From an optimization exercise on the open Yosys and OpenROAD flow, aimed at small area and a short achievable clock period; shortcuts taken in it are not production practice.
Only simulation tests tie the RTL to the original design; equivalence was not proved.
Power is estimated from default activity; no workload was simulated.

==> design.v <==
`default_nettype none
`timescale 1ns/1ns
module pe (
    input  logic        clk,
    input  logic        rst,
    input  logic        clr,
    input  logic [7:0]  a_in,
    input  logic [7:0]  b_in,
    output logic [17:0] acc_out
);
    logic [17:0] rx, ry, sum;
    logic pp0_0;
    logic pp0_1;
    logic pp0_2;
    logic pp0_3;
    logic pp0_4;
    logic pp0_5;
    logic pp0_6;
    logic pp0_7;
    logic pp1_0;
    logic pp1_1;
    logic pp1_2;
    logic pp1_3;
    logic pp1_4;
    logic pp1_5;
    logic pp1_6;
    logic pp1_7;
    logic pp2_0;
    logic pp2_1;
    logic pp2_2;
    logic pp2_3;
    logic pp2_4;
    logic pp2_5;
    logic pp2_6;
    logic pp2_7;
    logic pp3_0;
    logic pp3_1;
    logic pp3_2;
    logic pp3_3;
    logic pp3_4;
    logic pp3_5;
    logic pp3_6;
    logic pp3_7;
    logic pp4_0;
    logic pp4_1;
    logic pp4_2;
    logic pp4_3;
    logic pp4_4;
    logic pp4_5;
    logic pp4_6;
    logic pp4_7;
    logic pp5_0;
    logic pp5_1;
    logic pp5_2;
    logic pp5_3;
    logic pp5_4;
    logic pp5_5;
    logic pp5_6;
    logic pp5_7;
    logic pp6_0;
    logic pp6_1;
    logic pp6_2;
    logic pp6_3;
    logic pp6_4;
    logic pp6_5;
    logic pp6_6;
    logic pp6_7;
    logic pp7_0;
    logic pp7_1;
    logic pp7_2;
    logic pp7_3;
    logic pp7_4;
    logic pp7_5;
    logic pp7_6;
    logic pp7_7;
    logic ha_s0;
    logic ha_c0;
    logic fa_s0;
    logic fa_c0;
    logic ha_s1;
    logic ha_c1;
    logic fa_s1;
    logic fa_c1;
    logic fa_s2;
    logic fa_c2;
    logic ha_s2;
    logic ha_c2;
    logic fa1_s0;
    logic fa1_c0;
    logic fa_s3;
    logic fa_c3;
    logic fa_s4;
    logic fa_c4;
    logic fa_s5;
    logic fa_c5;
    logic fa_s6;
    logic fa_c6;
    logic fa_s7;
    logic fa_c7;
    logic ha_s3;
    logic ha_c3;
    logic fa_s8;
    logic fa_c8;
    logic ha_s4;
    logic ha_c4;
    logic fa_s9;
    logic fa_c9;
    logic fa_s10;
    logic fa_c10;
    logic fa_s11;
    logic fa_c11;
    logic fa_s12;
    logic fa_c12;
    logic fa_s13;
    logic fa_c13;
    logic fa_s14;
    logic fa_c14;
    logic fa_s15;
    logic fa_c15;
    logic fa_s16;
    logic fa_c16;
    logic fa_s17;
    logic fa_c17;
    logic fa_s18;
    logic fa_c18;
    logic fa_s19;
    logic fa_c19;
    logic fa_s20;
    logic fa_c20;
    logic fa_s21;
    logic fa_c21;
    logic fa_s22;
    logic fa_c22;
    logic fa_s23;
    logic fa_c23;
    logic ha_s5;
    logic ha_c5;
    logic fa_s24;
    logic fa_c24;
    logic fa_s25;
    logic fa_c25;
    logic fa_s26;
    logic fa_c26;
    logic fa_s27;
    logic fa_c27;
    logic fa_s28;
    logic fa_c28;
    logic fa_s29;
    logic fa_c29;
    logic fa_s30;
    logic fa_c30;
    logic fa_s31;
    logic fa_c31;
    logic fa_s32;
    logic fa_c32;
    logic fa_s33;
    logic fa_c33;
    logic fa_s34;
    logic fa_c34;
    logic ha_s6;
    logic ha_c6;
    logic fa_s35;
    logic fa_c35;
    logic fa_s36;
    logic fa_c36;
    logic fa_s37;
    logic fa_c37;
    logic fa_s38;
    logic fa_c38;
    logic fa_s39;
    logic fa_c39;
    logic fa_s40;
    logic fa_c40;
    logic fa_s41;
    logic fa_c41;
    logic fa_s42;
    logic fa_c42;
    logic fa_s43;
    logic fa_c43;
    logic fa_s44;
    logic fa_c44;
    logic fa_s45;
    logic fa_c45;
    logic fa_s46;
    logic fa_c46;
    logic fa_s47;
    logic fa_c47;
    logic inv_s0;
    logic inv_c0;
    logic inv_s1;
    logic inv_c1;
    logic inv_s2;
    logic inv_c2;
    logic cpc0;
    logic cpc1;
    logic cpc2;
    logic cpc3;
    logic [14:0] hi_sum;
    assign pp0_0 = a_in[0] & b_in[0];
    assign pp0_1 = a_in[0] & b_in[1];
    assign pp0_2 = a_in[0] & b_in[2];
    assign pp0_3 = a_in[0] & b_in[3];
    assign pp0_4 = a_in[0] & b_in[4];
    assign pp0_5 = a_in[0] & b_in[5];
    assign pp0_6 = a_in[0] & b_in[6];
    assign pp0_7 = ~(a_in[0] & b_in[7]);
    assign pp1_0 = a_in[1] & b_in[0];
    assign pp1_1 = a_in[1] & b_in[1];
    assign pp1_2 = a_in[1] & b_in[2];
    assign pp1_3 = a_in[1] & b_in[3];
    assign pp1_4 = a_in[1] & b_in[4];
    assign pp1_5 = a_in[1] & b_in[5];
    assign pp1_6 = a_in[1] & b_in[6];
    assign pp1_7 = ~(a_in[1] & b_in[7]);
    assign pp2_0 = a_in[2] & b_in[0];
    assign pp2_1 = a_in[2] & b_in[1];
    assign pp2_2 = a_in[2] & b_in[2];
    assign pp2_3 = a_in[2] & b_in[3];
    assign pp2_4 = a_in[2] & b_in[4];
    assign pp2_5 = a_in[2] & b_in[5];
    assign pp2_6 = a_in[2] & b_in[6];
    assign pp2_7 = ~(a_in[2] & b_in[7]);
    assign pp3_0 = a_in[3] & b_in[0];
    assign pp3_1 = a_in[3] & b_in[1];
    assign pp3_2 = a_in[3] & b_in[2];
    assign pp3_3 = a_in[3] & b_in[3];
    assign pp3_4 = a_in[3] & b_in[4];
    assign pp3_5 = a_in[3] & b_in[5];
    assign pp3_6 = a_in[3] & b_in[6];
    assign pp3_7 = ~(a_in[3] & b_in[7]);
    assign pp4_0 = a_in[4] & b_in[0];
    assign pp4_1 = a_in[4] & b_in[1];
    assign pp4_2 = a_in[4] & b_in[2];
    assign pp4_3 = a_in[4] & b_in[3];
    assign pp4_4 = a_in[4] & b_in[4];
    assign pp4_5 = a_in[4] & b_in[5];
    assign pp4_6 = a_in[4] & b_in[6];
    assign pp4_7 = ~(a_in[4] & b_in[7]);
    assign pp5_0 = a_in[5] & b_in[0];
    assign pp5_1 = a_in[5] & b_in[1];
    assign pp5_2 = a_in[5] & b_in[2];
    assign pp5_3 = a_in[5] & b_in[3];
    assign pp5_4 = a_in[5] & b_in[4];
    assign pp5_5 = a_in[5] & b_in[5];
    assign pp5_6 = a_in[5] & b_in[6];
    assign pp5_7 = ~(a_in[5] & b_in[7]);
    assign pp6_0 = a_in[6] & b_in[0];
    assign pp6_1 = a_in[6] & b_in[1];
    assign pp6_2 = a_in[6] & b_in[2];
    assign pp6_3 = a_in[6] & b_in[3];
    assign pp6_4 = a_in[6] & b_in[4];
    assign pp6_5 = a_in[6] & b_in[5];
    assign pp6_6 = a_in[6] & b_in[6];
    assign pp6_7 = ~(a_in[6] & b_in[7]);
    assign pp7_0 = ~(a_in[7] & b_in[0]);
    assign pp7_1 = ~(a_in[7] & b_in[1]);
    assign pp7_2 = ~(a_in[7] & b_in[2]);
    assign pp7_3 = ~(a_in[7] & b_in[3]);
    assign pp7_4 = ~(a_in[7] & b_in[4]);
    assign pp7_5 = ~(a_in[7] & b_in[5]);
    assign pp7_6 = ~(a_in[7] & b_in[6]);
    assign pp7_7 = a_in[7] & b_in[7];
    ha u_ha_s0 (.x(acc_out[5]), .y(pp0_5), .s(ha_s0), .c(ha_c0));
    fa u_fa_s0 (.x(acc_out[6]), .y(pp0_6), .z(pp1_5), .s(fa_s0), .c(fa_c0));
    ha u_ha_s1 (.x(pp2_4), .y(pp3_3), .s(ha_s1), .c(ha_c1));
    fa u_fa_s1 (.x(acc_out[7]), .y(pp0_7), .z(pp1_6), .s(fa_s1), .c(fa_c1));
    fa u_fa_s2 (.x(pp2_5), .y(pp3_4), .z(pp4_3), .s(fa_s2), .c(fa_c2));
    ha u_ha_s2 (.x(pp5_2), .y(pp6_1), .s(ha_s2), .c(ha_c2));
    assign fa1_s0 = ~(acc_out[8] ^ pp1_7);
    assign fa1_c0 = acc_out[8] | pp1_7;
    fa u_fa_s3 (.x(pp2_6), .y(pp3_5), .z(pp4_4), .s(fa_s3), .c(fa_c3));
    fa u_fa_s4 (.x(pp5_3), .y(pp6_2), .z(pp7_1), .s(fa_s4), .c(fa_c4));
    fa u_fa_s5 (.x(acc_out[9]), .y(pp2_7), .z(pp3_6), .s(fa_s5), .c(fa_c5));
    fa u_fa_s6 (.x(pp4_5), .y(pp5_4), .z(pp6_3), .s(fa_s6), .c(fa_c6));
    fa u_fa_s7 (.x(acc_out[10]), .y(pp3_7), .z(pp4_6), .s(fa_s7), .c(fa_c7));
    ha u_ha_s3 (.x(acc_out[3]), .y(pp0_3), .s(ha_s3), .c(ha_c3));
    fa u_fa_s8 (.x(acc_out[4]), .y(pp0_4), .z(pp1_3), .s(fa_s8), .c(fa_c8));
    ha u_ha_s4 (.x(pp2_2), .y(pp3_1), .s(ha_s4), .c(ha_c4));
    fa u_fa_s9 (.x(pp1_4), .y(pp2_3), .z(pp3_2), .s(fa_s9), .c(fa_c9));
    fa u_fa_s10 (.x(pp4_1), .y(pp5_0), .z(ha_s0), .s(fa_s10), .c(fa_c10));
    fa u_fa_s11 (.x(pp4_2), .y(pp5_1), .z(pp6_0), .s(fa_s11), .c(fa_c11));
    fa u_fa_s12 (.x(ha_c0), .y(ha_s1), .z(fa_s0), .s(fa_s12), .c(fa_c12));
    fa u_fa_s13 (.x(pp7_0), .y(ha_c1), .z(ha_s2), .s(fa_s13), .c(fa_c13));
    fa u_fa_s14 (.x(fa_c0), .y(fa_s1), .z(fa_s2), .s(fa_s14), .c(fa_c14));
    fa u_fa_s15 (.x(ha_c2), .y(fa1_s0), .z(fa_c1), .s(fa_s15), .c(fa_c15));
    fa u_fa_s16 (.x(fa_c2), .y(fa_s3), .z(fa_s4), .s(fa_s16), .c(fa_c16));
    fa u_fa_s17 (.x(pp7_2), .y(fa1_c0), .z(fa_c3), .s(fa_s17), .c(fa_c17));
    fa u_fa_s18 (.x(fa_c4), .y(fa_s5), .z(fa_s6), .s(fa_s18), .c(fa_c18));
    fa u_fa_s19 (.x(pp5_5), .y(pp6_4), .z(pp7_3), .s(fa_s19), .c(fa_c19));
    fa u_fa_s20 (.x(fa_c5), .y(fa_c6), .z(fa_s7), .s(fa_s20), .c(fa_c20));
    fa u_fa_s21 (.x(acc_out[11]), .y(pp4_7), .z(pp5_6), .s(fa_s21), .c(fa_c21));
    fa u_fa_s22 (.x(pp6_5), .y(pp7_4), .z(fa_c7), .s(fa_s22), .c(fa_c22));
    fa u_fa_s23 (.x(acc_out[12]), .y(pp5_7), .z(pp6_6), .s(fa_s23), .c(fa_c23));
    ha u_ha_s5 (.x(acc_out[2]), .y(pp0_2), .s(ha_s5), .c(ha_c5));
    fa u_fa_s24 (.x(pp1_2), .y(pp2_1), .z(pp3_0), .s(fa_s24), .c(fa_c24));
    fa u_fa_s25 (.x(pp4_0), .y(ha_c3), .z(ha_s4), .s(fa_s25), .c(fa_c25));
    fa u_fa_s26 (.x(ha_c4), .y(fa_c8), .z(fa_s9), .s(fa_s26), .c(fa_c26));
    fa u_fa_s27 (.x(fa_c9), .y(fa_s11), .z(fa_c10), .s(fa_s27), .c(fa_c27));
    fa u_fa_s28 (.x(fa_c11), .y(fa_s13), .z(fa_c12), .s(fa_s28), .c(fa_c28));
    fa u_fa_s29 (.x(fa_c13), .y(fa_c14), .z(fa_s15), .s(fa_s29), .c(fa_c29));
    fa u_fa_s30 (.x(fa_c15), .y(fa_c16), .z(fa_s17), .s(fa_s30), .c(fa_c30));
    fa u_fa_s31 (.x(fa_s19), .y(fa_c17), .z(fa_c18), .s(fa_s31), .c(fa_c31));
    fa u_fa_s32 (.x(fa_c19), .y(fa_s21), .z(fa_c20), .s(fa_s32), .c(fa_c32));
    fa u_fa_s33 (.x(pp7_5), .y(fa_c21), .z(fa_s23), .s(fa_s33), .c(fa_c33));
    fa u_fa_s34 (.x(acc_out[13]), .y(pp6_7), .z(pp7_6), .s(fa_s34), .c(fa_c34));
    ha u_ha_s6 (.x(acc_out[1]), .y(pp0_1), .s(ha_s6), .c(ha_c6));
    fa u_fa_s35 (.x(pp1_1), .y(pp2_0), .z(ha_s5), .s(fa_s35), .c(fa_c35));
    fa u_fa_s36 (.x(ha_c5), .y(ha_s3), .z(fa_s24), .s(fa_s36), .c(fa_c36));
    fa u_fa_s37 (.x(fa_c24), .y(fa_s8), .z(fa_s25), .s(fa_s37), .c(fa_c37));
    fa u_fa_s38 (.x(fa_c25), .y(fa_s10), .z(fa_s26), .s(fa_s38), .c(fa_c38));
    fa u_fa_s39 (.x(fa_c26), .y(fa_s12), .z(fa_s27), .s(fa_s39), .c(fa_c39));
    fa u_fa_s40 (.x(fa_s14), .y(fa_c27), .z(fa_s28), .s(fa_s40), .c(fa_c40));
    fa u_fa_s41 (.x(fa_s16), .y(fa_c28), .z(fa_s29), .s(fa_s41), .c(fa_c41));
    fa u_fa_s42 (.x(fa_s18), .y(fa_c29), .z(fa_s30), .s(fa_s42), .c(fa_c42));
    fa u_fa_s43 (.x(fa_s20), .y(fa_c30), .z(fa_s31), .s(fa_s43), .c(fa_c43));
    fa u_fa_s44 (.x(fa_s22), .y(fa_c31), .z(fa_s32), .s(fa_s44), .c(fa_c44));
    fa u_fa_s45 (.x(fa_c22), .y(fa_s33), .z(fa_c32), .s(fa_s45), .c(fa_c45));
    fa u_fa_s46 (.x(fa_c23), .y(fa_s34), .z(fa_c33), .s(fa_s46), .c(fa_c46));
    fa u_fa_s47 (.x(acc_out[14]), .y(pp7_7), .z(fa_c34), .s(fa_s47), .c(fa_c47));
    assign inv_s0 = ~acc_out[15];
    assign inv_c0 = acc_out[15];
    assign inv_s1 = ~acc_out[16];
    assign inv_c1 = acc_out[16];
    assign inv_s2 = ~acc_out[17];
    assign inv_c2 = acc_out[17];
    assign rx = {inv_c1, inv_c0, inv_s0, fa_s47, fa_s46, fa_c44, fa_c43, fa_c42, fa_c41, fa_c40, fa_c39, fa_c38, fa_c37, fa_c36, fa_c35, ha_c6, pp1_0, acc_out[0]};
    assign ry = {inv_s2, inv_s1, fa_c47, fa_c46, fa_c45, fa_s45, fa_s44, fa_s43, fa_s42, fa_s41, fa_s40, fa_s39, fa_s38, fa_s37, fa_s36, fa_s35, ha_s6, pp0_0};
    ha u_cpa0 (.x(acc_out[0]), .y(pp0_0), .s(sum[0]), .c(cpc0));
    fa u_cpa1 (.x(pp1_0), .y(ha_s6), .z(cpc0), .s(sum[1]), .c(cpc1));
    fa u_cpa2 (.x(ha_c6), .y(fa_s35), .z(cpc1), .s(sum[2]), .c(cpc2));
    fa u_cpa3 (.x(fa_c35), .y(fa_s36), .z(cpc2), .s(sum[3]), .c(cpc3));
    assign hi_sum = {rx[17:4], cpc3} + {ry[17:4], cpc3};
    assign sum[17:4] = hi_sum[14:1];
    always_ff @(posedge clk) begin
        if (rst || clr) acc_out <= '0;
        else            acc_out <= sum;
    end
endmodule
module fa (
    input  logic x,
    input  logic y,
    input  logic z,
    output logic s,
    output logic c
);
    assign s = x ^ y ^ z;
    assign c = (x & y) | (x & z) | (y & z);
endmodule
module bsel (
    input  logic one,
    input  logic two,
    input  logic neg,
    input  logic x,
    input  logic y,
    output logic p
);
    assign p = ((one & x) | (two & y)) ^ neg;
endmodule
module bseln (
    input  logic one,
    input  logic two,
    input  logic neg,
    input  logic x,
    input  logic y,
    output logic p
);
    assign p = ~(((one & x) | (two & y)) ^ neg);
endmodule
module ha (
    input  logic x,
    input  logic y,
    output logic s,
    output logic c
);
    assign s = x ^ y;
    assign c = x & y;
endmodule
`default_nettype none
`timescale 1ns/1ns
module sysarray (
    input  logic               clk,
    input  logic               rst,
    input  logic               clr,
    input  logic [2:0][7:0]    left,
    input  logic [2:0][7:0]    top,
    output logic [8:0][17:0]   out
);
    logic [2:0][2:0][7:0] a_in;   
    logic [2:0][2:0][7:0] b_in;   
    genvar r, c;
    generate
        for (r = 0; r < 3; r++) begin : g_row
            assign a_in[r][0] = left[r];
            assign b_in[0][r] = top[r];
            for (c = 0; c < 3; c++) begin : g_col
                if (c < 2) begin : g_hop
                    logic [7:0] a_q, b_q;
                    always_ff @(posedge clk) begin
                        if (rst) begin
                            a_q <= '0;
                            b_q <= '0;
                        end else begin
                            a_q <= a_in[r][c];
                            b_q <= b_in[c][r];
                        end
                    end
                    assign a_in[r][c+1] = a_q;
                    assign b_in[c+1][r] = b_q;
                end
                pe u_pe (
                    .clk(clk),
                    .rst(rst),
                    .clr(clr),
                    .a_in(a_in[r][c]),
                    .b_in(b_in[r][c]),
                    .acc_out(out[3*r+c])
                );
            end
        end
    endgenerate
endmodule
`default_nettype none
`timescale 1ns/1ns
module sysarray_flat (
    input  wire         clk,
    input  wire         rst,
    input  wire         clr,
    input  wire [23:0]  a_left,
    input  wire [23:0]  b_top,
    output wire [161:0] acc_out
);
    sysarray u_arr (
        .clk(clk),
        .rst(rst),
        .clr(clr),
        .left(a_left),
        .top(b_top),
        .out(acc_out)
    );
endmodule
==> flow/run.sh <==
#!/bin/bash
# The standard layout, with every port buffered by the smallest buffer
# (sky130_fd_sc_hd__buf_1) rather than the cell buffer_ports picks by itself;
# repair_design and repair_timing resize them afterwards where needed.
set -euo pipefail
export BUFFER_PORTS_ARGS="-buffer_cell sky130_fd_sc_hd__buf_1"
bash standard.sh > standard.log 2>&1
==> standard.sh <==
#!/bin/bash
# synth_recipe.tcl (not shown) runs the flow's synth.tcl, then flattens the netlist and writes it again
# the make line also repeats each setting of config.mk as NAME=value (left out here)
make -C /OpenROAD-flow-scripts/flow DESIGN_CONFIG=/design/flow/config.mk WORK_HOME=/design/flow/orfs CLKGATE_MAP_FILE= SYNTH_SCRIPT=/design/flow/synth_recipe.tcl "${@:-finish}"
==> config.mk <==
export PLATFORM = sky130hd
export DESIGN_NAME = sysarray_flat
export DESIGN_NICKNAME = sysarray_flat
export VERILOG_FILES = /design/flow/design.v
export SDC_FILE = /design/flow/constraint.sdc
export NUM_CORES = 4
export LEC_CHECK = 0
export CAP_MARGIN = 0
export CORE_MARGIN = 2
export CORE_UTILIZATION = 40
export SETUP_SLACK_MARGIN = 1.0
export SLEW_MARGIN = 0
export SYNTH_HIERARCHICAL = 1
export SYNTH_MINIMUM_KEEP_SIZE = 0
==> constraint.sdc <==
create_clock -name core_clock -period 5.0 [get_ports {clk}]
set_input_delay 1.0000 -clock core_clock [delete_from_list [all_inputs] [get_ports {clk}]]
set_output_delay 1.0000 -clock core_clock [all_outputs]
set_load 0.01 [all_outputs]
==> results of run 1 <==
==> what timing repair did <==
item,CTS,global route
gates cloned,0,1
setup buffers,26,62
resized for setup,220,250
pin swaps,54,171
setup endpoints to repair,74,69
hold buffers,0,0
==> area by class of cell <==
class                      instances  share of cell area (%)
sequential                       258                   16.50
timing repair buffer             333                   6.187
multi-input combinational       2130                   69.29
clock inverter                    16                  0.7638
inverter                          63                  0.7291
clock buffer                      48                   3.198
tap                              864                   3.333
==> synthesized netlist by cell type (14+ instances only) <==
| library cell | n | area share [%] |
|---|---|---|
| xnor2_1 | 45 | 1.5 |
| nand4_1 | 18 | 0.42 |
| o21ai_0 | 36 | 0.68 |
| and2_1 | 504 | 12 |
| o211ai_1 | 18 | 0.51 |
| a21o_1 | 27 | 0.76 |
| ha_1 | 198 | 9.3 |
| fa_1 | 468 | 35 |
| clkbuf_1 | 18 | 0.25 |
| or3_1 | 18 | 0.42 |
| nor2_1 | 144 | 2.0 |
| dfxtp_1 | 258 | 19 |
| a211oi_2 | 18 | 0.85 |
| buf_2 | 14 | 0.26 |
| a21oi_1 | 90 | 1.7 |
| nor3_1 | 18 | 0.34 |
| inv_1 | 63 | 0.89 |
| a221o_1 | 18 | 0.68 |
| nand2_1 | 198 | 2.8 |
| nor2b_1 | 96 | 2.3 |
| buf_4 | 28 | 0.79 |
| xor2_1 | 54 | 1.8 |
| and3_1 | 27 | 0.64 |
| o21bai_1 | 18 | 0.51 |
| nand3_1 | 27 | 0.51 |
==> cell usage in the layout, fill, tap and decap left out, drive strengths merged <==
cell,netlist,routed
and2,504,504
fa,468,468
buf,46,327
dfxtp,258,258
nand2,198,198
ha,198,198
nor2,144,144
nor2b,96,96
a21oi,90,90
inv,63,67
xor2,54,54
clkbuf,27,54
xnor2,45,45
o21ai,36,36
nand3,27,27
a21o,27,27
and3,27,27
a221o,18,18
nand4,18,18
o211ai,18,18
o21bai,18,18
or3,18,18
a221oi,18,18
nor3,18,18
nor3b,18,18
a211oi,18,18
or2,9,9
o21a,9,9
o31ai,9,9
a31oi,9,9
or4,9,9
nor4,9,9
bufinv,0,6
clkinv,0,5
clkinvlp,0,1
==> logic make-up (layout without fill, tap and decap cells) <==
family	Yosys count	after routing	synth area share [%]
flip-flops	258	258	19.48
buffers and inverters	136	460	2.543
AND/OR/NAND/NOR	1095	1095	22.82
XOR/XNOR	99	99	3.270
AO/OA/AOI/OAI	270	270	7.219
adder cells (fa/ha/maj)	666	666	44.67
==> worst paths after layout <==
path                                                                      start                                                  end  slack, ns  cells after the start
worst max-delay path                                                   b_top[5]  u_arr.g_row[0].g_col[0].u_pe.acc_out[10]$_SDFF_PP0_       0.90                     14
worst min-delay path            u_arr.g_row[2].g_col[0].g_hop.b_q[5]$_SDFF_PP0_      u_arr.g_row[2].g_col[1].g_hop.b_q[5]$_SDFF_PP0_       0.52                      1
worst max register to register  u_arr.g_row[0].g_col[0].g_hop.b_q[2]$_SDFF_PP0_  u_arr.g_row[1].g_col[0].u_pe.acc_out[13]$_SDFF_PP0_       0.97                     11
worst min register to register  u_arr.g_row[2].g_col[0].g_hop.b_q[5]$_SDFF_PP0_      u_arr.g_row[2].g_col[1].g_hop.b_q[5]$_SDFF_PP0_       0.52                      1
==> per-stage QoR <==
step	power [uW]	cell area (um^2)	utilization (%)	worst slack [ns]	cells
2_1_floorplan	11520	27130	-	0.6970	2524
3_3_place_gp	13360	28760	43.74	0.05086	3559
3_5_place_dp	13480	28760	43.74	0.05595	3559
4_1_cts	17170	30910	47.02	0.9389	3649
5_1_grt	20140	32440	49.34	0.8104	3712
6_report	18500	32440	49.34	0.8986	3712
==> registers in the layout, indices dropped and copies added (netlist names) <==
signal and count:
u_arr.g_row.g_col.u_pe.acc_out 162, u_arr.g_row.g_col.g_hop.a_q 48, u_arr.g_row.g_col.g_hop.b_q 48
==> per-module statistics from Yosys, one instance, submodules excluded, excerpt <==
module | area, um^2 | copies in the design
fa | 20.02 | 459
ha | 12.51 | 72
pe | 1536 | 9
sysarray | 2600 | 1
==> routing by layer <==
layer | share of wire (%) | GRT usage [%] | vias to the layer above
li1 | - | - | 8901
met1 | 42 | 26.69 | 9810
met2 | 51 | 36.55 | 415
met3 | 4.6 | 3.455 | 108
met4 | 2.9 | 6.550 | 6
met5 | 0.058 | 0 | -
==> power by group through the flow <==
stage          Clock, uW  Combinational (uW)  Sequential, uW
6_report            2820               12900            2760
5_1_grt             2980               14400            2810
4_1_cts             2910               11500            2780
3_5_place_dp           0               10700            2820
3_3_place_gp           0               10500            2810
2_1_floorplan          0                8760            2760
==> flow_summary.ini, run 1 <==
[status]
status = timing/DRC/antenna clean

[power_and_ir_drop]
p_leak_uw = 0.01377
clock_power_share_pct = 15.2
switchingPower_uw = 8118
power_density_nw_per_um2 = 570.5
p_sw_share_pct = 43.87
p_comb_share_pct = 69.9
p_int_uw = 10390
p_seq_share_pct = 14.9
irDropWorstVdd_mv = 0.4647

[synthesis]
ys_seq_elements = 258
yosys_warnings = 8
synth_flop_cell = dfxtp_1
synthArstFlopShare_pct = 0
synth_edf_count = 0
ys_seq_area_share_pct = 19.48
syn_area_um2 = 26520
syn_nets = 3241
syn_avg_cell_area_um2 = 10.51
ys_types = 37
synthCells = 2524

[cts]
cts_buffers = 36
cts_tree = yes
cts_sinks = 258
clk_pin_slew_worst_paths_ns = 0.06
clk_path_buf_depth = 3
clock-root-buffer = clkbuf_16
cts_max_level = 2
clock_latency_ns = 0.57

[route]
wirelength_um = 70550
drtAntennaViolNets = 0
avgViaCountPerCell = 5.183
drt_iter0_markers = 843
drc_errors = 0
dr.pass1.iters = 5
via_count = 19240
wl_per_cell_um = 19.01

[setup_path]
critPathKind = in -> reg
critPathLaunchType = input port
crit_path_cell_trace = buf_2 > and2_4 > fa_2 > fa_2 > fa_1 > fa_1 > ha_4 > a21o_1 > buf_6 > a211oi_4 > buf_4 > o21ai_4 > xnor2_1 > nor2_1
end_kind = flip-flop
critPathMaxFanout = 6
critPathMaxStageDelay_ns = 0.51
crit_family = adder cells
slowest_stage = fa_1
crit_buf_inv = 3
required_ns = 5.44
cp.arrival_ns = 4.54

[sta]
period_needed_ns = 4.101
period_share_pct = 82.03
setup_viol = 0
hold_viol = 0
rsz0062_at_grt = yes
holdWs_ns = 0.5227
tightestPinTransition_ns = 0.9648
drv_slew = 0
fin_worst_skew_ns = 0.03086
timing.fmax_mhz = 243.8
maxSlewHeadroom_pct = 35.68
fin_setup_tns_ns = 0

[finish]
drive_above_1_share_pct = 23.56
multiInputGateArea_um2 = 22480
register_area_um2 = 5351
fillers = 5939
diodes = 0
syn_to_final_growth_pct = 22.32
nNetsFinal = 3539

[hold_path]
hp-class = reg -> reg

[grt]
globalRouteTotalUtil_pct = 21.00
antenna_found_initial = 3
grt_pass1_vias = 21180
grt_max_degree = 51
gr-total-overflow = 0
grt_pass1_wl_um = 113400

[floorplan]
dieHeight_um = 261.5
die_w_um = 261.5
io_pins = 213
fp.dieArea_um2 = 68370
initial_core_util_pct = 40.33
core_area_um2 = 65750
core.rowCount = 94

[placed_design]
gp_congestion = 0.8867
portBuffers = 212
dp_hpwl_um = 54460

[flow_run]
cap_violations = 0
==> run 2: changes to the inputs <==
--- a/config.mk
+++ b/config.mk
@@ -7,3 +7,3 @@
 export LEC_CHECK = 0
-export CAP_MARGIN = 0
+export CAP_MARGIN = 20
 export CORE_MARGIN = 2
@@ -11,3 +11,3 @@
 export SETUP_SLACK_MARGIN = 1.0
-export SLEW_MARGIN = 0
+export SLEW_MARGIN = 20
 export SYNTH_HIERARCHICAL = 1
==> flow_summary.ini, run 2 <==
[status]
status = timing/DRC/antenna clean

[finish]
final_core_util_pct = 49.34
drive_above_1_share_pct = 23.56
reg.largest.list = u_arr.g_row.g_col.u_pe.acc_out (162), u_arr.g_row.g_col.g_hop.a_q (48), u_arr.g_row.g_col.g_hop.b_q (48)
final_cell_mix = 454 x and2_1, 361 x fa_1, 197 x nand2_1
diodes = 0
final_area_um2 = 32440
largest_reg_flops = 162
layout_commonest_cell = and2_1
syn_to_final_growth_pct = 22.32
nNetsFinal = 3539
regMostFlops = u_arr.g_row.g_col.u_pe.acc_out

[power_and_ir_drop]
p_leak_uw = 0.01377
power_density_nw_per_um2 = 570.5
power_uw = 18500
irDropWorstVdd_mv = 0.4647

[cts]
cts_buffers = 36
cts_tree = yes
clock-root-buffer = clkbuf_16
clock_latency_ns = 0.57
cts_sinks = 258
cts_max_level = 2
clk_path_buf_depth = 3
hold_buffers = 0
clk_pin_slew_worst_paths_ns = 0.06

[synthesis]
synth_top_area_share_pct = 35.33
synth_top_family_by_area = adder cells
synthAdderAreaFrac_pct = 44.67
yosys.area.top_type = fa_1
synthArstFlopShare_pct = 0
synthMuxAreaShare_pct = 0
ys_types = 37
ys_top_cells_by_area = fa_1 35%, dfxtp_1 19%, and2_1 12%, ha_1 9.3%, nand2_1 2.8%
synth_xor_area_share_pct = 3.270
syn_nets = 3241
synth-simple-area-share_pct = 22.82
yosysMostFrequentCell = and2_1
ys_top_cells_by_count = 504 x and2_1, 468 x fa_1, 258 x dfxtp_1, 198 x ha_1, 198 x nand2_1
ys_seq_elements = 258
synth_edf_count = 0
synth_flop_cell = dfxtp_1
synth-compound-area-share_pct = 7.219
syn_area_um2 = 26520
synthCells = 2524
yosys_warnings = 8
syn_avg_cell_area_um2 = 10.51
ys_seq_area_share_pct = 19.48

[floorplan]
fp.dieArea_um2 = 68370
io_pins = 213
initial_core_util_pct = 40.33
die_w_um = 261.5
core.rowCount = 94
core_area_um2 = 65750
dieHeight_um = 261.5

[sta]
period_share_pct = 82.03
fin_worst_skew_ns = 0.03086
drv_slew = 0
timing.fmax_mhz = 243.8
tightestPinTransition_ns = 0.9648
maxSlewHeadroom_pct = 35.68
holdWs_ns = 0.5227
fin_setup_tns_ns = 0
setup_viol = 0
rsz0062_at_grt = yes
hold_viol = 0
period_needed_ns = 4.101

[placed_design]
gp_congestion = 0.8867
placed_cell_area_um2 = 28760
dp_hpwl_um = 54460
portBuffers = 212

[route]
wirelength_um = 70550
dr.pass1.iters = 5
avgViaCountPerCell = 5.183
wl_per_cell_um = 19.01
drtAntennaViolNets = 0
drc_errors = 0
via_count = 19240
drt_iter0_markers = 843

[setup_path]
end_kind = flip-flop
critPathKind = in -> reg
cp.arrival_ns = 4.54
required_ns = 5.44
critPathLaunchType = input port
critPathMaxFanout = 6

[hold_path]
hp-class = reg -> reg

[grt]
antenna_found_initial = 3
globalRouteTotalUtil_pct = 21.00
grt_max_degree = 51
grt_pass1_vias = 21180
grt_pass1_wl_um = 113400
gr-total-overflow = 0

[flow_run]
cap_violations = 0
## run 2: cell counts after synthesis
Identical to the previous run, type by type.
## run 2: worst paths after layout
kind	start	to	slack (ns)	cells past startpoint
max	b_top[5]	u_arr.g_row[0].g_col[0].u_pe.acc_out[10]$_SDFF_PP0_	0.90	14
min	u_arr.g_row[2].g_col[0].g_hop.b_q[5]$_SDFF_PP0_	u_arr.g_row[2].g_col[1].g_hop.b_q[5]$_SDFF_PP0_	0.52	1
max reg2reg	u_arr.g_row[0].g_col[0].g_hop.b_q[2]$_SDFF_PP0_	u_arr.g_row[1].g_col[0].u_pe.acc_out[13]$_SDFF_PP0_	0.97	11
min reg2reg	u_arr.g_row[2].g_col[0].g_hop.b_q[5]$_SDFF_PP0_	u_arr.g_row[2].g_col[1].g_hop.b_q[5]$_SDFF_PP0_	0.52	1
## run 2: final cells by class
cell class	count	area, um^2
inverters	63	236.5
fillers	5939	33310
repair buffers	333	2007
clock inverters	16	247.7
flip-flops and latches	258	5351
well taps	864	1081
multi-input cells	2130	22480
clock buffers	48	1037
## run 2: modules after synthesis (local to each module, per instance), excerpt
module / flip-flops and latches / cell area (um^2) / times used / cells inside
pe: 18 / 1536 / 9 / 199
fa: 0 / 20.02 / 459 / 1
sysarray: 96 / 2600 / 1 / 202
ha: 0 / 12.51 / 72 / 1
## run 2: per-layer routing
metal / vias to the layer above / GRT usage, % / wire length (um) / part of all wire [%]
met5: - / 0 / 41 / 0.058
met3: 108 / 3.455 / 3233 / 4.6
met1: 9810 / 26.69 / 29520 / 42
met4: 6 / 6.550 / 2069 / 2.9
met2: 415 / 36.55 / 35690 / 51
li1: 8901 / - / - / -
## run 2: cells by family (layout without fill, tap and decap cells)
| kind of cell | Yosys count | after routing |
|---|---|---|
| flip-flops | 258 | 258 |
| AND/OR/NAND/NOR | 1095 | 1095 |
| AO/OA/AOI/OAI | 270 | 270 |
| XOR/XNOR | 99 | 99 |
| buffers and inverters | 136 | 460 |
| adder cells (fa/ha/maj) | 666 | 666 |
## run 2: repair_timing
item | in CTS | in global routing
endpoints found under the setup margin | 74 | 69
pin swaps | 54 | 171
buffers inserted | 26 | 62
gates cloned | 0 | 1
gates resized for setup | 220 | 250
## run 2: where the power goes
part           internal [uW]  total, uW  switching [uW]
combinational           6210      12900            6720
clock                   1770       2820            1050
sequential              2410       2760             352
total                  10400      18500            8120
## run 2: per-stage QoR
stage	std cells	worst slack (ns)
2_1_floorplan	2524	0.6970
3_3_place_gp	3559	0.05086
3_5_place_dp	3559	0.05595
4_1_cts	3649	0.9389
5_1_grt	3712	0.8104
6_report	3712	0.8986
## run 2: critical path, stage by stage
cell	delay, ns
buf_2	0.21
and2_4	0.19
fa_2	0.43
fa_2	0.35
fa_1	0.51
fa_1	0.47
ha_4	0.28
a21o_1	0.19
buf_6	0.13
a211oi_4	0.29
buf_4	0.20
o21ai_4	0.05
xnor2_1	0.18
nor2_1	0.06
==> run 3: changes to the inputs <==
--- a/config.mk
+++ b/config.mk
@@ -10,2 +10,3 @@
 export CORE_UTILIZATION = 40
+export CTS_BUF_LIST = sky130_fd_sc_hd__clkbuf_2 sky130_fd_sc_hd__clkbuf_4 sky130_fd_sc_hd__clkbuf_8
 export SETUP_SLACK_MARGIN = 1.0
==> flow_summary.ini, run 3 <==
[synthesis]
synth_flop_cell = dfxtp_1
synth_top_area_share_pct = 35.33
yosysMostFrequentCell = and2_1
syn_nets = 3241
ys_seq_elements = 258
yosys.area.top_type = fa_1
ys_top_cells_by_area = fa_1 35%, dfxtp_1 19%, and2_1 12%, ha_1 9.3%, nand2_1 2.8%
syn_avg_cell_area_um2 = 10.51
synthArstFlopShare_pct = 0
syn_area_um2 = 26520
yosys_warnings = 8
synth_edf_count = 0
ys_types = 37
ys_seq_area_share_pct = 19.48
synthCells = 2524
ys_top_cells_by_count = 504 x and2_1, 468 x fa_1, 258 x dfxtp_1, 198 x ha_1, 198 x nand2_1

[status]
status = timing/DRC/antenna clean

[finish]
register_area_um2 = 5370
largest_reg_flops = 162
drive_above_1_share_pct = 22.78
regMostFlops = u_arr.g_row.g_col.u_pe.acc_out
nNetsFinal = 3526
multiInputGateArea_um2 = 22210
final_cell_mix = 465 x and2_1, 375 x fa_1, 196 x nand2_1
reg.largest.list = u_arr.g_row.g_col.u_pe.acc_out (162), u_arr.g_row.g_col.g_hop.a_q (48), u_arr.g_row.g_col.g_hop.b_q (48)
fillers = 6050
syn_to_final_growth_pct = 20.06
fin_cells = 3718
layout_commonest_cell = and2_1

[floorplan]
initial_core_util_pct = 40.33
die_w_um = 261.5
core_area_um2 = 65750
core.rowCount = 94
fp.dieArea_um2 = 68370
io_pins = 213
dieHeight_um = 261.5

[placed_design]
place_inst = 3559
gp_congestion = 0.8867
portBuffers = 212
dp_hpwl_um = 54460

[cts]
clock_latency_ns = 0.68
hold_buffers = 0
clock-root-buffer = clkbuf_8
clk_path_buf_depth = 3
cts_tree = yes
cts_buffers = 53
cts_max_level = 2
cts_sinks = 258
clk_pin_slew_worst_paths_ns = 0.06

[sta]
rsz0062_at_grt = yes
period_share_pct = 80.44
drv_slew = 0
fin_setup_tns_ns = 0
holdWs_ns = 0.5324
tightestPinTransition_ns = 0.9685
timing.fmax_mhz = 248.6
maxSlewHeadroom_pct = 35.44
fin_worst_skew_ns = 0.04962
period_needed_ns = 4.022
setup_viol = 0
hold_viol = 0

[setup_path]
critPathMaxFanout = 8
end_kind = flip-flop
crit_top_cell = fa_1
crit_path_cell_trace = buf_12 > and2_4 > fa_1 > fa_2 > fa_1 > fa_1 > ha_4 > a21o_4 > a221o_1 > a211oi_2 > xor2_1 > nor2_1
required_ns = 5.54
critPathKind = in -> reg
critPathLaunchType = input port
cp.arrival_ns = 4.56
slowest_stage = fa_1
critPathMaxStageDelay_ns = 0.56
r2r_cells = 11

[power_and_ir_drop]
power_density_nw_per_um2 = 555.9
irDropWorstVdd_mv = 0.5561
p_int_uw = 9845
clock_power_share_pct = 15.2
power_uw = 17700
p_comb_share_pct = 69.2
p_leak_uw = 0.01361
p_seq_share_pct = 15.6
p_sw_share_pct = 44.37
switchingPower_uw = 7852

[route]
drc_errors = 0
drtAntennaViolNets = 0
wirelength_um = 70070
avgViaCountPerCell = 5.155
drt_iter0_markers = 862
wl_per_cell_um = 18.85
dr.pass1.iters = 5
via_count = 19170

[hold_path]
hp-class = reg -> reg
holdPathStages = 1

[grt]
grt_pass1_wl_um = 113000
gr-total-overflow = 0
grt_max_degree = 51
globalRouteTotalUtil_pct = 20.92
antenna_found_initial = 3
grt_pass1_vias = 21240

[flow_run]
cap_violations = 0
## run 3: cell types whose count changed in the layout (fill, tap and decap cells not counted), moves of 14 or more
cell,change
fa_2,-14
clkbuf_4,+14
fa_1,+14
clkbuf_8,+63
buf_4,-22
clkbuf_16,-38
dfxtp_2,+15
dfxtp_1,-15
## run 3: kinds of logic (layout without fill, tap and decap cells)
group	Yosys count	in the layout	share of synthesized area [%]
flops	258	258	19.48
compound gates	270	270	7.219
fa+ha+maj	666	666	44.67
xor+xnor	99	99	3.270
simple gates	1095	1095	22.82
buf+inv	136	465	2.543
other cells	0	1	0
## run 3: worst paths after layout
path / start / endpoint / slack [ns]
max: a_left[16] / u_arr.g_row[2].g_col[0].u_pe.acc_out[15]$_SDFF_PP0_ / 0.98
min: u_arr.g_row[2].g_col[0].g_hop.b_q[1]$_SDFF_PP0_ / u_arr.g_row[2].g_col[1].g_hop.b_q[1]$_SDFF_PP0_ / 0.53
max reg2reg: u_arr.g_row[0].g_col[1].g_hop.b_q[6]$_SDFF_PP0_ / u_arr.g_row[2].g_col[0].u_pe.acc_out[15]$_SDFF_PP0_ / 1.03
min reg2reg: u_arr.g_row[2].g_col[0].g_hop.b_q[1]$_SDFF_PP0_ / u_arr.g_row[2].g_col[1].g_hop.b_q[1]$_SDFF_PP0_ / 0.53
## run 3: area by class of cell
cell class | instances | area share (%)
multi-input cells | 2130 | 69.75
flip-flops and latches | 258 | 16.87
repair buffers | 303 | 5.192
well taps | 864 | 3.396
clock buffers | 80 | 3.262
clock inverters | 19 | 0.7860
inverters | 63 | 0.7428
diodes | 1 | 0.007860
## run 3: per-layer routing
layer	GRT usage (%)	up-vias	wire, um
met5	0	-	13
met4	6.834	2	2152
met3	3.349	130	3228
met2	36.27	400	35220
met1	26.64	9744	29460
li1	-	8889	-
## run 3: power by group through the flow
| stage | combinational [uW] | clock (uW) | sequential, uW |
|---|---|---|---|
| after detailed placement | 10700 | 0 | 2820 |
| after CTS | 11100 | 2780 | 2780 |
| final | 12200 | 2690 | 2760 |
| after global placement | 10500 | 0 | 2810 |
| after global routing | 13700 | 2860 | 2810 |
| after floorplan | 8760 | 0 | 2760 |
## run 3: critical path, delay by kind of cell
family	cells	cell delay, ns
adder cells (fa/ha/maj)	5	2.21
AO/OA/AOI/OAI	3	0.87
AND/OR/NAND/NOR	2	0.19
XOR/XNOR	1	0.18
buffers and inverters	1	0.11
## run 3: through the flow
stage	setup slack (ns)	util (%)	cell area, um^2
after global routing	0.8462	48.42	31840
final	0.9778	48.42	31840
after global placement	0.05086	43.74	28760
after floorplan	0.6970	-	27130
after detailed placement	0.05595	43.74	28760
after CTS	0.9553	46.40	30510
## run 3: repair_timing
item | 4_1_cts | 5_1_grt
endpoints found under the setup margin | 61 | 64
gates resized for setup | 148 | 266
setup buffers | 9 | 49
pin swaps | 23 | 151
gates cloned | 0 | 1
## run 3: Yosys stat by module, one instance, submodules excluded, excerpt
module	cell area, um^2	flip-flops and latches	copies in the design
sysarray	2600	96	1
fa	20.02	0	459
pe	1536	18	9
ha	12.51	0	72
==> run 4: changes to the inputs <==
--- a/design.v
+++ b/design.v
@@ -197,3 +197,79 @@
     logic cpc3;
-    logic [14:0] hi_sum;
+    logic pp_p4;
+    logic pp_g4;
+    logic pp_p5;
+    logic pp_g5;
+    logic pp_p6;
+    logic pp_g6;
+    logic pp_p7;
+    logic pp_g7;
+    logic pp_p8;
+    logic pp_g8;
+    logic pp_p9;
+    logic pp_g9;
+    logic pp_p10;
+    logic pp_g10;
+    logic pp_p11;
+    logic pp_g11;
+    logic pp_p12;
+    logic pp_g12;
+    logic pp_p13;
+    logic pp_g13;
+    logic pp_p14;
+    logic pp_g14;
+    logic pp_p15;
+    logic pp_g15;
+    logic pp_p16;
+    logic pp_g16;
+    logic pp_p17;
+    logic pp_g17;
+    logic pg1;
+    logic pg2;
+    logic pq3;
+    logic pg4;
+    logic pq5;
+    logic pg6;
+    logic pq7;
+    logic pg8;
+    logic pq9;
+    logic pg10;
+    logic pq11;
+    logic pg12;
+    logic pq13;
+    logic pn14;
+    logic pg15;
+    logic pg16;
+    logic pn17;
+    logic pg18;
+    logic pn19;
+    logic pq20;
+    logic pg21;
+    logic pq22;
+    logic pn23;
+    logic pg24;
+    logic pn25;
+    logic pq26;
+    logic pg27;
+    logic pq28;
+    logic pg29;
+    logic pn30;
+    logic pg31;
+    logic pn32;
+    logic pg33;
+    logic pg34;
+    logic pg35;
+    logic pq36;
+    logic pn37;
+    logic pg38;
+    logic pn39;
+    logic pq40;
+    logic pn41;
+    logic pg42;
+    logic pg43;
+    logic pg44;
+    logic pn45;
+    logic pg46;
+    logic pg47;
+    logic pn48;
+    logic pg49;
     assign pp0_0 = a_in[0] & b_in[0];
@@ -331,4 +407,79 @@
     fa u_cpa3 (.x(fa_c35), .y(fa_s36), .z(cpc2), .s(sum[3]), .c(cpc3));
-    assign hi_sum = {rx[17:4], cpc3} + {ry[17:4], cpc3};
-    assign sum[17:4] = hi_sum[14:1];
+    ha u_hpg4 (.x(fa_c36), .y(fa_s37), .s(pp_p4), .c(pp_g4));
+    ha u_hpg5 (.x(fa_c37), .y(fa_s38), .s(pp_p5), .c(pp_g5));
+    ha u_hpg6 (.x(fa_c38), .y(fa_s39), .s(pp_p6), .c(pp_g6));
+    ha u_hpg7 (.x(fa_c39), .y(fa_s40), .s(pp_p7), .c(pp_g7));
+    ha u_hpg8 (.x(fa_c40), .y(fa_s41), .s(pp_p8), .c(pp_g8));
+    ha u_hpg9 (.x(fa_c41), .y(fa_s42), .s(pp_p9), .c(pp_g9));
+    ha u_hpg10 (.x(fa_c42), .y(fa_s43), .s(pp_p10), .c(pp_g10));
+    ha u_hpg11 (.x(fa_c43), .y(fa_s44), .s(pp_p11), .c(pp_g11));
+    ha u_hpg12 (.x(fa_c44), .y(fa_s45), .s(pp_p12), .c(pp_g12));
+    ha u_hpg13 (.x(fa_s46), .y(fa_c45), .s(pp_p13), .c(pp_g13));
+    ha u_hpg14 (.x(fa_s47), .y(fa_c46), .s(pp_p14), .c(pp_g14));
+    ha u_hpg15 (.x(inv_s0), .y(fa_c47), .s(pp_p15), .c(pp_g15));
+    ha u_hpg16 (.x(inv_c0), .y(inv_s1), .s(pp_p16), .c(pp_g16));
+    ha u_hpg17 (.x(inv_c1), .y(inv_s2), .s(pp_p17), .c(pp_g17));
+    paoi u_pg1 (.g1(pp_g4), .p1(pp_p4), .g0(cpc3), .y(pg1));
+    paoi u_pg2 (.g1(pp_g6), .p1(pp_p6), .g0(pp_g5), .y(pg2));
+    pnand u_pq3 (.a(pp_p6), .b(pp_p5), .y(pq3));
+    paoi u_pg4 (.g1(pp_g8), .p1(pp_p8), .g0(pp_g7), .y(pg4));
+    pnand u_pq5 (.a(pp_p8), .b(pp_p7), .y(pq5));
+    paoi u_pg6 (.g1(pp_g10), .p1(pp_p10), .g0(pp_g9), .y(pg6));
+    pnand u_pq7 (.a(pp_p10), .b(pp_p9), .y(pq7));
+    paoi u_pg8 (.g1(pp_g12), .p1(pp_p12), .g0(pp_g11), .y(pg8));
+    pnand u_pq9 (.a(pp_p12), .b(pp_p11), .y(pq9));
+    paoi u_pg10 (.g1(pp_g14), .p1(pp_p14), .g0(pp_g13), .y(pg10));
+    pnand u_pq11 (.a(pp_p14), .b(pp_p13), .y(pq11));
+    paoi u_pg12 (.g1(pp_g16), .p1(pp_p16), .g0(pp_g15), .y(pg12));
+    pnand u_pq13 (.a(pp_p16), .b(pp_p15), .y(pq13));
+    pinv u_pn14 (.a(pg1), .y(pn14));
+    paoi u_pg15 (.g1(pp_g5), .p1(pp_p5), .g0(pn14), .y(pg15));
+    poai u_pg16 (.g1(pg2), .p1(pq3), .g0(pg1), .y(pg16));
+    pinv u_pn17 (.a(pg4), .y(pn17));
+    paoi u_pg18 (.g1(pp_g9), .p1(pp_p9), .g0(pn17), .y(pg18));
+    pinv u_pn19 (.a(pq5), .y(pn19));
+    pnand u_pq20 (.a(pp_p9), .b(pn19), .y(pq20));
+    poai u_pg21 (.g1(pg6), .p1(pq7), .g0(pg4), .y(pg21));
+    pnor u_pq22 (.a(pq7), .b(pq5), .y(pq22));
+    pinv u_pn23 (.a(pg8), .y(pn23));
+    paoi u_pg24 (.g1(pp_g13), .p1(pp_p13), .g0(pn23), .y(pg24));
+    pinv u_pn25 (.a(pq9), .y(pn25));
+    pnand u_pq26 (.a(pp_p13), .b(pn25), .y(pq26));
+    poai u_pg27 (.g1(pg10), .p1(pq11), .g0(pg8), .y(pg27));
+    pnor u_pq28 (.a(pq11), .b(pq9), .y(pq28));
+    paoi u_pg29 (.g1(pp_g7), .p1(pp_p7), .g0(pg16), .y(pg29));
+    pinv u_pn30 (.a(pg16), .y(pn30));
+    poai u_pg31 (.g1(pg4), .p1(pq5), .g0(pn30), .y(pg31));
+    pinv u_pn32 (.a(pg16), .y(pn32));
+    poai u_pg33 (.g1(pg18), .p1(pq20), .g0(pn32), .y(pg33));
+    paoi u_pg34 (.g1(pg21), .p1(pq22), .g0(pg16), .y(pg34));
+    paoi u_pg35 (.g1(pp_g15), .p1(pp_p15), .g0(pg27), .y(pg35));
+    pnand u_pq36 (.a(pp_p15), .b(pq28), .y(pq36));
+    pinv u_pn37 (.a(pg27), .y(pn37));
+    poai u_pg38 (.g1(pg12), .p1(pq13), .g0(pn37), .y(pg38));
+    pinv u_pn39 (.a(pq28), .y(pn39));
+    pnor u_pq40 (.a(pq13), .b(pn39), .y(pq40));
+    pinv u_pn41 (.a(pg34), .y(pn41));
+    paoi u_pg42 (.g1(pp_g11), .p1(pp_p11), .g0(pn41), .y(pg42));
+    poai u_pg43 (.g1(pg8), .p1(pq9), .g0(pg34), .y(pg43));
+    poai u_pg44 (.g1(pg24), .p1(pq26), .g0(pg34), .y(pg44));
+    pinv u_pn45 (.a(pg34), .y(pn45));
+    paoi u_pg46 (.g1(pg27), .p1(pq28), .g0(pn45), .y(pg46));
+    poai u_pg47 (.g1(pg35), .p1(pq36), .g0(pg34), .y(pg47));
+    pinv u_pn48 (.a(pg34), .y(pn48));
+    paoi u_pg49 (.g1(pg38), .p1(pq40), .g0(pn48), .y(pg49));
+    assign sum[4] = pp_p4 ^ cpc3;
+    assign sum[5] = ~(pp_p5 ^ pg1);
+    assign sum[6] = ~(pp_p6 ^ pg15);
+    assign sum[7] = pp_p7 ^ pg16;
+    assign sum[8] = ~(pp_p8 ^ pg29);
+    assign sum[9] = pp_p9 ^ pg31;
+    assign sum[10] = pp_p10 ^ pg33;
+    assign sum[11] = ~(pp_p11 ^ pg34);
+    assign sum[12] = ~(pp_p12 ^ pg42);
+    assign sum[13] = pp_p13 ^ pg43;
+    assign sum[14] = pp_p14 ^ pg44;
+    assign sum[15] = ~(pp_p15 ^ pg46);
+    assign sum[16] = pp_p16 ^ pg47;
+    assign sum[17] = ~(pp_p17 ^ pg49);
     always_ff @(posedge clk) begin
@@ -368,2 +519,17 @@
 endmodule
+module paoi (input logic g1, input logic p1, input logic g0, output logic y);
+    assign y = ~(g1 | (p1 & g0));
+endmodule
+module poai (input logic g1, input logic p1, input logic g0, output logic y);
+    assign y = ~(g1 & (p1 | g0));
+endmodule
+module pnand (input logic a, input logic b, output logic y);
+    assign y = ~(a & b);
+endmodule
+module pnor (input logic a, input logic b, output logic y);
+    assign y = ~(a | b);
+endmodule
+module pinv (input logic a, output logic y);
+    assign y = ~a;
+endmodule
 module ha (
--- a/config.mk
+++ b/config.mk
@@ -7,2 +7,3 @@
 export LEC_CHECK = 0
+export ABC_AREA = 1
 export CAP_MARGIN = 20
@@ -10,3 +11,3 @@
 export CORE_UTILIZATION = 40
-export CTS_BUF_LIST = sky130_fd_sc_hd__clkbuf_2 sky130_fd_sc_hd__clkbuf_4 sky130_fd_sc_hd__clkbuf_8
+export CTS_BUF_LIST = sky130_fd_sc_hd__clkbuf_4 sky130_fd_sc_hd__clkbuf_8
 export SETUP_SLACK_MARGIN = 1.0
==> flow_summary.ini, run 4 <==
[cts]
clk_path_buf_depth = 3
cts_max_level = 2
cts_sinks = 258
clock_latency_ns = 0.68
clk_pin_slew_worst_paths_ns = 0.06
clock-root-buffer = clkbuf_8
cts_tree = yes
cts_buffers = 57
hold_buffers = 0

[route]
drt_iter0_markers = 829
dr.pass1.iters = 5
drc_errors = 0
wirelength_um = 68690
via_count = 20570
wl_per_cell_um = 14.81
drtAntennaViolNets = 0
avgViaCountPerCell = 4.434

[placed_design]
placed_cell_area_um2 = 30240
portBuffers = 212
dp_slack_ns = 0.2315
gp_congestion = 0.8500
dp_hpwl_um = 56000

[setup_path]
critPathLaunchType = input port
required_ns = 5.55
critPathMaxFanout = 6
critPathKind = in -> reg
end_kind = flip-flop
cp.arrival_ns = 4.42
reg2reg_from = u_arr.g_row[2].g_col[1].g_hop.b_q[5]$_SDFF_PP0_
crit_start = a_left[9]
r2r_setup_slack_ns = 1.17
rr_endpoint = u_arr.g_row[2].g_col[2].u_pe.acc_out[13]$_SDFF_PP0_
r2r_cells = 15

[synthesis]
ys_types = 18
yosys.area.top_type = fa_1
yosys_warnings = 8
syn_area_um2 = 28390
ys_seq_area_share_pct = 18.19
synthCells = 3512
syn_nets = 4229
synth_edf_count = 0
synth_top_area_share_pct = 32.37
synthArstFlopShare_pct = 0
ys_seq_elements = 258
ys_top_cells_by_count = 834 x inv_1, 828 x nand2_1, 459 x fa_1, 302 x nor2_1, 258 x dfxtp_1
yosysMostFrequentCell = inv_1
syn_avg_cell_area_um2 = 8.083
synth_flop_cell = dfxtp_1
ys_top_cells_by_area = fa_1 32%, dfxtp_1 18%, inv_1 11%, nand2_1 11%, ha_1 9.1%

[floorplan]
dieHeight_um = 270.4
initial_core_util_pct = 40.47
core.rowCount = 97
fp.dieArea_um2 = 73120
core_area_um2 = 70150
die_w_um = 270.4
io_pins = 213

[sta]
setup_viol = 0
maxSlewHeadroom_pct = 34.72
period_needed_ns = 3.871
tightestPinTransition_ns = 0.9792
fin_setup_tns_ns = 0
drv_slew = 0
rsz0062_at_grt = no
period_share_pct = 77.41
timing.fmax_mhz = 258.4
hold_viol = 0
fin_worst_skew_ns = 0.03656
worst_slack_ns = 1.129

[hold_path]
worstHoldStart = u_arr.g_row[1].g_col[0].g_hop.a_q[7]$_SDFF_PP0_
holdPathStages = 2
hp-class = reg -> reg
hold_end = u_arr.g_row[1].g_col[1].g_hop.a_q[7]$_SDFF_PP0_

[grt]
grt_pass1_wl_um = 114000
gr-total-overflow = 0
antenna_found_initial = 4
grt_max_degree = 41
globalRouteTotalUtil_pct = 19.57
grt_pass1_vias = 21730

[finish]
regMostFlops = u_arr.g_row.g_col.u_pe.acc_out
nNetsFinal = 4365
final_cell_mix = 831 x inv_1, 820 x nand2_1, 413 x fa_1
layout_commonest_cell = inv_1
largest_reg_flops = 162
reg.largest.list = u_arr.g_row.g_col.u_pe.acc_out (162), u_arr.g_row.g_col.g_hop.a_q (48), u_arr.g_row.g_col.g_hop.b_q (48)
final_area_um2 = 32290
drive_above_1_share_pct = 20.46
syn_to_final_growth_pct = 13.73

[power_and_ir_drop]
power_uw = 17030
p_leak_uw = 0.01814
power_density_nw_per_um2 = 527.4
irDropWorstVdd_mv = 0.6048

[status]
status = timing/DRC/antenna clean

[flow_run]
cap_violations = 0
run 4: cells by family (layout without fill, tap and decap cells):
| logic type | count (synthesis) | after routing | share of synthesized area [%] |
|---|---|---|---|
| flops | 258 | 258 | 18.19 |
| simple gates | 1329 | 1329 | 19.66 |
| buf+inv | 1034 | 1217 | 14.78 |
| other cells | 0 | 3 | 0 |
| compound gates | 225 | 225 | 5.871 |
| fa+ha+maj | 666 | 666 | 41.49 |
run 4: layout make-up:
class | count | area, um^2
Antenna cell | 3 | 7.507
Clock buffer | 84 | 1081
Clock inverter | 22 | 295.3
Fill cell | 6970 | 37860
Inverter | 843 | 3164
Multi-Input combinational cell | 2220 | 19890
Sequential cell | 258 | 5385
Tap cell | 940 | 1176
Timing Repair Buffer | 268 | 1285
run 4: report_power, final:
group	internal [uW]	total, uW	leakage, uW	switching (uW)
Combinational	4810	11400	0.0152	6560
Sequential	2420	2810	0.00216	385
Clock	1750	2860	0.000728	1110
Total	8980	17000	0.0181	8050
run 4: per-layer routing:
layer | routed length, um | global-route usage (%)
met5 | 12 | 0
met4 | 1593 | 5.525
met3 | 3481 | 3.876
met2 | 33520 | 33.48
met1 | 30090 | 25.09
run 4: worst max path at each step:
stage	endpoint	slack [ns]	cells after the start
after floorplan	u_arr.g_row[2].g_col[0].u_pe.acc_out[12]$_SDFF_PP0_	0.79	16
after global placement	u_arr.g_row[0].g_col[0].u_pe.acc_out[12]$_SDFF_PP0_	0.31	16
after detailed placement	u_arr.g_row[1].g_col[0].u_pe.acc_out[12]$_SDFF_PP0_	0.23	16
after CTS	u_arr.g_row[1].g_col[1].u_pe.acc_out[12]$_SDFF_PP0_	0.99	15
after global routing	u_arr.g_row[2].g_col[2].u_pe.acc_out[15]$_SDFF_PP0_	0.99	16
final	u_arr.g_row[1].g_col[0].u_pe.acc_out[13]$_SDFF_PP0_	1.13	16
run 4: critical path: stages:
cell	delay, ns
buf_1	0.24
nand2_1	0.09
inv_1	0.08
fa_1	0.45
fa_2	0.38
fa_2	0.56
fa_1	0.45
ha_4	0.31
nand2_1	0.07
nor2_1	0.19
a21oi_4	0.11
buf_4	0.15
o21ai_1	0.16
nand2_1	0.08
nand2_2	0.07
nor2_2	0.03
run 4: per-stage QoR:
stage	hold slack (ns)	util, %	std cells
global placement	0.5668	43.10	4509
floorplan	0.3997	-	3512
finish	0.4699	46.02	4638
detailed placement	0.5696	43.10	4509
global route	0.5071	46.02	4638
CTS	0.4843	45.23	4621
run 4: what timing repair did:
item                                    in CTS  in global routing
endpoints found under the setup margin      31                 62
gates resized for setup                     48                151
buffers inserted                             6                 14
pin swaps                                    0                  8
run 4: per-module statistics from Yosys, one instance, submodules excluded, excerpt:
module    copies in the design  flip-flops and latches  area [um^2]  cells inside
pe                           9                      18         1270           235
sysarray                     1                      96         2814           299
fa                         459                       0        20.02             1
pnor                        27                       0        3.754             1
paoi                       144                       0        8.758             1
poai                        81                       0        5.005             1
==> run 5: changes to the inputs <==
--- a/config.mk
+++ b/config.mk
@@ -7,3 +7,2 @@
 export LEC_CHECK = 0
-export ABC_AREA = 1
 export CAP_MARGIN = 20
@@ -12,3 +11,3 @@
 export CTS_BUF_LIST = sky130_fd_sc_hd__clkbuf_4 sky130_fd_sc_hd__clkbuf_8
-export SETUP_SLACK_MARGIN = 1.0
+export SETUP_SLACK_MARGIN = 1.3
 export SLEW_MARGIN = 20
==> flow_summary.ini, run 5 <==
[placed_design]
dp_slack_ns = 0.09019
gp_congestion = 0.8503
dp_hpwl_um = 50710
portBuffers = 212

[route]
dr.pass1.iters = 4
wl_per_cell_um = 17.88
avgViaCountPerCell = 4.834
drt_iter0_markers = 627
drc_errors = 0
via_count = 17870
wirelength_um = 66090
drtAntennaViolNets = 0

[sta]
drv_slew = 0
setup_viol = 0
period_needed_ns = 3.926
timing.fmax_mhz = 254.7
rsz0062_at_grt = yes
worst_slack_ns = 1.074
fin_worst_skew_ns = 0.02259
fin_setup_tns_ns = 0
maxSlewHeadroom_pct = 40.03
hold_viol = 0
period_share_pct = 78.52
tightestPinTransition_ns = 0.8996

[setup_path]
crit_start = b_top[6]
r2r_cells = 13
critPathMaxStageDelay_ns = 0.51
crit_buf_inv = 4
crit_top_cell = fa_1
critPathKind = in -> reg
required_ns = 5.51
crit_path_cell_trace = buf_1 > buf_6 > and2_4 > fa_1 > fa_2 > fa_1 > fa_1 > ha_4 > nand2_4 > o21ai_4 > a21oi_4 > buf_12 > buf_4 > o21ai_4 > xnor2_1 > nor2_1
rr_endpoint = u_arr.g_row[1].g_col[0].u_pe.acc_out[14]$_SDFF_PP0_
end_kind = flip-flop
slowest_stage = fa_1
crit_family = adder cells
r2r_setup_slack_ns = 1.19
critPathMaxFanout = 7
reg2reg_from = u_arr.g_row[0].g_col[0].g_hop.b_q[2]$_SDFF_PP0_
critPathLaunchType = input port
cp.arrival_ns = 4.43

[power_and_ir_drop]
p_sw_share_pct = 44.00
clock_power_share_pct = 13.8
p_comb_share_pct = 71.5
p_seq_share_pct = 14.7
p_int_uw = 10370
switchingPower_uw = 8147
irDropWorstVdd_mv = 0.8022
p_leak_uw = 0.01379
power_density_nw_per_um2 = 571.5

[synthesis]
synth_top_family_by_area = adder cells
syn_avg_cell_area_um2 = 10.55
synthArstFlopShare_pct = 0
syn_area_um2 = 25970
syn_nets = 3178
synth_flop_cell = dfxtp_1
ys_top_cells_by_count = 495 x and2_1, 459 x fa_1, 258 x dfxtp_1, 207 x ha_1, 198 x nand2_1
synth-compound-area-share_pct = 6.418
synth-simple-area-share_pct = 19.75
ys_types = 18
yosysMostFrequentCell = and2_1
yosys_warnings = 8
ys_seq_elements = 258
synth_edf_count = 0
synthCells = 2461
ys_seq_area_share_pct = 19.89
yosys.area.top_type = fa_1
synthMuxAreaShare_pct = 0
synthAdderAreaFrac_pct = 45.36
synth_xor_area_share_pct = 4.250
synth_top_area_share_pct = 35.39
ys_top_cells_by_area = fa_1 35%, dfxtp_1 20%, and2_1 12%, ha_1 10%, a21oi_2 4.9%

[cts]
clock_latency_ns = 0.65
clk_path_buf_depth = 3
cts_sinks = 258
cts_buffers = 54
clk_pin_slew_worst_paths_ns = 0.06
hold_buffers = 0
cts_max_level = 2
cts_tree = yes
clock-root-buffer = clkbuf_8

[finish]
diodes = 0
reg.largest.list = u_arr.g_row.g_col.u_pe.acc_out (162), u_arr.g_row.g_col.g_hop.a_q (48), u_arr.g_row.g_col.g_hop.b_q (48)
fillers = 5770
syn_to_final_growth_pct = 24.77
regMostFlops = u_arr.g_row.g_col.u_pe.acc_out
layout_commonest_cell = and2_1
largest_reg_flops = 162
final_cell_mix = 425 x and2_1, 356 x fa_1, 172 x nand2_1
nNetsFinal = 3521
drive_above_1_share_pct = 31.81
final_core_util_pct = 50.35

[flow_run]
cap_violations = 0

[floorplan]
dieHeight_um = 258.8
core.rowCount = 93
core_area_um2 = 64350
io_pins = 213
fp.dieArea_um2 = 66970
die_w_um = 258.8
initial_core_util_pct = 40.35

[grt]
globalRouteTotalUtil_pct = 20.13
grt_pass1_wl_um = 107100
grt_max_degree = 60
grt_pass1_vias = 20330
gr-total-overflow = 0
antenna_found_initial = 2

[status]
status = timing/DRC/antenna clean

[hold_path]
worstHoldStart = u_arr.g_row[2].g_col[0].g_hop.a_q[0]$_SDFF_PP0_
hold_end = u_arr.g_row[2].g_col[1].g_hop.a_q[0]$_SDFF_PP0_
hp-class = reg -> reg
holdPathStages = 1
run 5: timing repair:
action,in CTS,in global routing
pin swaps,154,211
endpoints found under the setup margin,74,68
buffers inserted,61,55
resized for setup,360,252
run 5: worst max path at each step:
stage	endpoint	slack, ns	cells past startpoint
3_5_place_dp	u_arr.g_row[0].g_col[2].u_pe.acc_out[15]$_SDFF_PP0_	0.09	14
4_1_cts	u_arr.g_row[0].g_col[1].u_pe.acc_out[12]$_SDFF_PP0_	1.19	14
5_1_grt	u_arr.g_row[0].g_col[1].u_pe.acc_out[17]$_SDFF_PP0_	1.02	15
2_1_floorplan	u_arr.g_row[0].g_col[0].u_pe.acc_out[15]$_SDFF_PP0_	0.85	13
3_3_place_gp	u_arr.g_row[0].g_col[2].u_pe.acc_out[15]$_SDFF_PP0_	0.13	14
6_report	u_arr.g_row[0].g_col[0].u_pe.acc_out[16]$_SDFF_PP0_	1.07	16
run 5: modules after synthesis, one instance, submodules excluded, a selection:
| module | flops+latches | cells inside | copies in the design |
|---|---|---|---|
| ha | 0 | 1 | 198 |
| sysarray | 96 | 202 | 1 |
| pnor | 0 | 1 | 27 |
| fa | 0 | 1 | 459 |
| pe | 18 | 129 | 9 |
| paoi | 0 | 1 | 144 |
run 5: routing by layer:
metal / up-vias / wire length [um] / global-route usage, %
li1: 8360 / - / -
met1: 9097 / 27530 / 25.14
met2: 302 / 33480 / 35.02
met3: 112 / 3337 / 4.577
met4: 2 / 1734 / 5.347
met5: - / 11 / 0
run 5: area by class of cell:
cell class                 instances  area (um^2)  area share [%]
tap                              855         1070           3.302
clock inverter                    15        205.2          0.6334
sequential                       258         5440           16.79
clock buffer                      79         1006           3.105
inverter                         162        613.1           1.892
timing repair buffer             351         2238           6.909
multi-input combinational       1977        21830           67.37
run 5: metrics by stage:
step	cells	area, um^2	total power (uW)	hold WS, ns
2_1_floorplan	2461	26780	11040	0.4361
3_3_place_gp	3487	28270	12470	0.5392
3_5_place_dp	3487	28270	12770	0.5491
4_1_cts	3642	31020	16820	0.5187
5_1_grt	3697	32400	20120	0.5318
6_report	3697	32400	18520	0.5168
run 5: cells by family after synthesis:
logic type                 Yosys count
buffers and inverters              226
DFF                                258
AOI/OAI and AO/OA                  225
adders and majority gates          666
and+or+nand+nor                    960
xor gates and xnor gates           126
run 5: worst register-to-register path, delay by kind of cell (launching register included):
family                     cells  cell delay (ns)
and+or+nand+nor                2             0.24
DFF                            1             0.47
xor gates and xnor gates       1             0.19
adders and majority gates      5             2.06
buffers and inverters          1             0.16
AOI/OAI and AO/OA              4             0.57
run 5: power groups by stage:
stage	combinational [uW]	clock (uW)	sequential, uW
after detailed placement	9980	0	2790
final	13200	2560	2720
after global placement	9690	0	2790
after CTS	11400	2680	2740
after floorplan	8310	0	2730
after global routing	14600	2770	2760

[afterwards: timing with drivers on the ports]
No port has a modelled driver above. Below, the same layouts with a new extraction and two added sets of constraints. Step 1, drivers: a clkbuf_16 drives clk and a buf_2 each remaining input, both assumed. Step 2 moves the port delays by t, midway between the first and last clock arrival at a register: inputs arrive t later, outputs are due t later. That takes back most of the time a late clock gives input paths. Slacks: ideal ports / drivers / drivers and shift; pairs: ideal ports / drivers.
run	t, ns	slack for setup (ns)	worst hold slack (ns)	latest minus earliest clock arrival (ns)	slew at the worst register clock pin (ns)
run 1	0.617	0.899 / 0.905 / 0.288	0.523 / 0.523 / 0.523	0.031 / 0.031	0.06 / 0.06
run 2	0.617	0.899 / 0.905 / 0.288	0.523 / 0.523 / 0.523	0.031 / 0.031	0.06 / 0.06
run 3	0.709	0.978 / 0.983 / 0.274	0.532 / 0.532 / 0.532	0.050 / 0.050	0.07 / 0.07
run 4	0.730	1.129 / 1.103 / 0.373	0.470 / 0.470 / 0.470	0.046 / 0.045	0.07 / 0.07
run 5	0.697	1.074 / 1.110 / 0.413	0.517 / 0.517 / 0.517	0.028 / 0.028	0.07 / 0.07
After both steps every run listed still meets setup and hold. The setup slack of run 4, which loses most, moves by -0.026 ns with the drivers and by -0.756 ns with both steps.
